This is an optimization exercise on Yosys and OpenROAD, whose aim is small area and a short achievable clock period, not a production implementation.
At most, simulation tests tie the RTL to the original design; equivalence was not proved.
Power is estimated from default activity; no workload was simulated.

==> v20 <==
Design alu, start of the top module:
module alu #(
    parameter INST_W = 4,
    parameter INT_W  = 6,
    parameter FRAC_W = 10,
    parameter DATA_W = INT_W + FRAC_W
)(
    input                      i_clk,
    input                      i_rst_n,
    input                      i_in_valid,
    output                     o_busy,
    input         [INST_W-1:0] i_inst,
    input  signed [DATA_W-1:0] i_data_a,
    input  signed [DATA_W-1:0] i_data_b,
    output                     o_out_valid,
    output        [DATA_W-1:0] o_data
);
    reg busy_r;      
    reg ovalid_r;
    always @(posedge i_clk or negedge i_rst_n) begin
        if (!i_rst_n) begin
            busy_r   <= 1'b0;
            ovalid_r <= 1'b0;
        end else begin
            busy_r   <= i_in_valid;
            ovalid_r <= busy_r;
        end
    end
    assign o_busy      = busy_r;
    assign o_out_valid = ovalid_r;
    wire [3:0]  op = i_inst;
    wire [15:0] a  = i_data_a;
    wire [15:0] b  = i_data_b;
    wire op_add = (op == 4'd0);
    wire op_sub = (op == 4'd1);
    wire op_mul = (op == 4'd2);
    wire op_acc = (op == 4'd3);
    wire op_sp  = (op == 4'd4);
    wire op_xor = (op == 4'd5);
    wire op_rs  = (op == 4'd6);
    wire op_lr  = (op == 4'd7);
    wire op_clz = (op == 4'd8);
    wire op_rm  = (op == 4'd9);
    wire a_neg   = a[15];
    wire a_hi    = ~a_neg & (|a[14:11]);           
    wire a_p0    = ~a_neg & ~(|a[14:11]);          
    wire a_m1    = a_neg & (&a[14:10]);            
    wire a_m2    = a_neg & (&a[14:11]) & ~a[10];   
    wire a_m3    = a_neg & (&a[14:12]) & ~a[11] & a[10];   
    wire sp_mid = a_p0 | a_m1 | a_m2 | a_m3;
    wire [16:0] ye = {b, 1'b0};
    wire [7:0]  b_one, b_two, b_neg;
    wire [7:0]  m_one, m_two, m_neg;
    wire [16:0] xe = {a[15], a};
    wire [16:0] xs = {a, 1'b0};
    genvar gi;
    generate for (gi = 0; gi < 8; gi = gi + 1) begin : g_benc
        assign b_one[gi] = ye[2*gi+1] ^ ye[2*gi];
        assign b_two[gi] = (ye[2*gi+2] & ~ye[2*gi+1] & ~ye[2*gi]) | (~ye[2*gi+2] & ye[2*gi+1] & ye[2*gi]);
        assign b_neg[gi] = ye[2*gi+2];
    end endgenerate
  ...
export LEC_CHECK = 0
export ABC_CLOCK_PERIOD_IN_PS = 3500
export CAP_MARGIN = 20
export CORE_MARGIN = 2
export CORE_UTILIZATION = 58
export CTS_BUF_LIST = sky130_fd_sc_hd__clkbuf_8
export SETUP_SLACK_MARGIN = 5
export SLEW_MARGIN = 20
create_clock -name core_clock -period 8.5 [get_ports {i_clk}]
run.sh (not shown) runs the stock make flow with config.mk's settings and CLKGATE_MAP_FILE= SYNTH_SCRIPT=/design/flow/synth_recipe.tcl, a recipe that flattens the netlist after the stock synthesis.
==> v7: changes against v20 <==
--- a/flow/design.v
+++ b/flow/design.v
@@ -650,22 +650,30 @@
     wire [24:0] kg5, kp5;
     assign kg5[15:0] = kg4[15:0];
     assign kp5[15:0] = kp4[15:0];
     assign kg5[24:16] = kg4[24:16] | (kp4[24:16] & kg4[8:0]);
     assign kp5[24:16] = kp4[24:16] & kp4[8:0];
     wire [25:0] kc  = {kg5, 1'b0};             
-    wire [25:0] lo  = {kc[25], kp0 ^ kc[24:0]};
+    wire [24:0] ksel1 = {kp0[24:1] ^ (kg0[23:0] | kp0[23:0]), kp0[0]};    
+    wire [24:0] ksel0 = {kp0[24:1] ^ kg0[23:0], kp0[0]};                 
+    wire [25:0] lo;
+    assign lo[25] = kc[25];
+    assign lo[0]  = kp0[0];
+    genvar gk;
+    generate for (gk = 1; gk < 25; gk = gk + 1) begin : g_sum
+        assign lo[gk] = kc[gk-1] ? ksel1[gk] : ksel0[gk];
+    end endgenerate
     wire        c25 = lo[25];
     wire [6:0]  ha_ = pr_a[31:25], hb_ = pr_b[31:25];
     wire [6:0]  hx  = ha_ ^ hb_;
     wire        z0  = &(hx[6:1] ~^ (ha_[5:0] | hb_[5:0]));    
     wire        z1  = &(~hx[6:1] ~^ (ha_[5:0] & hb_[5:0]));   
     wire        ok0 = (z0 & ~hx[0]) | (z1 & hx[0]);           
     wire        ok1 = (z0 & hx[0]) | (z1 & ~hx[0]);           
     wire        mul_ok = c25 ? ok1 : ok0;
-    wire        p25 = hx[0] ^ c25;
+    wire        p25 = kc[24] ? (hx[0] ^ (kg0[24] | kp0[24])) : (hx[0] ^ kg0[24]);
     wire        p26 = hx[1] ^ ((ha_[0] & hb_[0]) | (hx[0] & c25));
     wire        mul_sgn = xa[15] ^ y_r[15];    
     wire [15:0] sp_res  = {5'd0, p26, p25, lo[24:16]};    
     wire [31:0] rot2 = {xa, xa} >> y_r[3:0];
     wire [15:0] rot  = rot2[15:0];
     reg  [15:0] rs_res;
Settings changed: CORE_UTILIZATION 58 to 50, CTS_BUF_LIST sky130_fd_sc_hd__clkbuf_8 to not set.
==> qor summary <==
Avg WL per Cell: v7 27.7 um; v20 26.8 um
Reg2Reg Launch Point: v7 mr[44]$_DFF_P_; v20 mr[57]$_DFF_P_
Compound-Gate Fraction of Synth Area: v7 0.146; v20 0.144
Well-tap cell count: v7 748; v20 607
Sequential power: v7 3270 uW; v20 3290 uW
Mux share of post-synthesis cell area: v7 0.0322; v20 0.0291
Avg Synthesized Cell Area: v7 11.6 sq um; v20 11.6 sq um
Die width: v7 241 um; v20 220 um
Non-clock buffer count: v7 235; v20 210
Worst setup timing slack at the placement stage: v7 3.22 ns; v20 3.23 ns
Met3 routed wirelength: v7 7610 um; v20 8150 um
Number of antenna violations at the first check in global routing: v7 5; v20 3
Outcome: v7 timing/DRC/antenna clean; v20 timing/DRC/antenna clean
Function not checked in v7: the RTL went through the layout flow alone.

## port drivers added, routing unchanged
Ports are ideal in the flow. The routed layouts listed here were re-timed in OpenROAD. Step 1 (the two cells are an assumption about what drives the block):
set clk [get_ports {i_clk}]
set_driving_cell -lib_cell sky130_fd_sc_hd__clkbuf_16 $clk
set_driving_cell -lib_cell sky130_fd_sc_hd__buf_2 [delete_from_list [all_inputs] $clk]
Step 2 adds t to the input delays and takes it off the output delays; t is the mean of the earliest and latest rising clock arrival at the registers after step 1. Input paths then give back, and output paths get back, about the clock's delay inside the block. Slacks: ideal ports / drivers / drivers and shift; pairs: ideal ports / drivers.
run | t (ns) | setup WS [ns] | worst hold slack (ns) | latest minus earliest clock arrival (ns)
v20 | 0.730 | 4.754 / 4.754 / 4.239 | 0.455 / 0.455 / 0.455 | 0.043 / 0.043
v7 | 0.676 | 4.819 / 4.819 / 4.306 | 0.428 / 0.428 / 0.428 | 0.023 / 0.022
After both steps every run listed still meets setup and hold. The setup slack of v20, which loses most, moves by 0.000 ns with the drivers and by -0.515 ns with both steps.
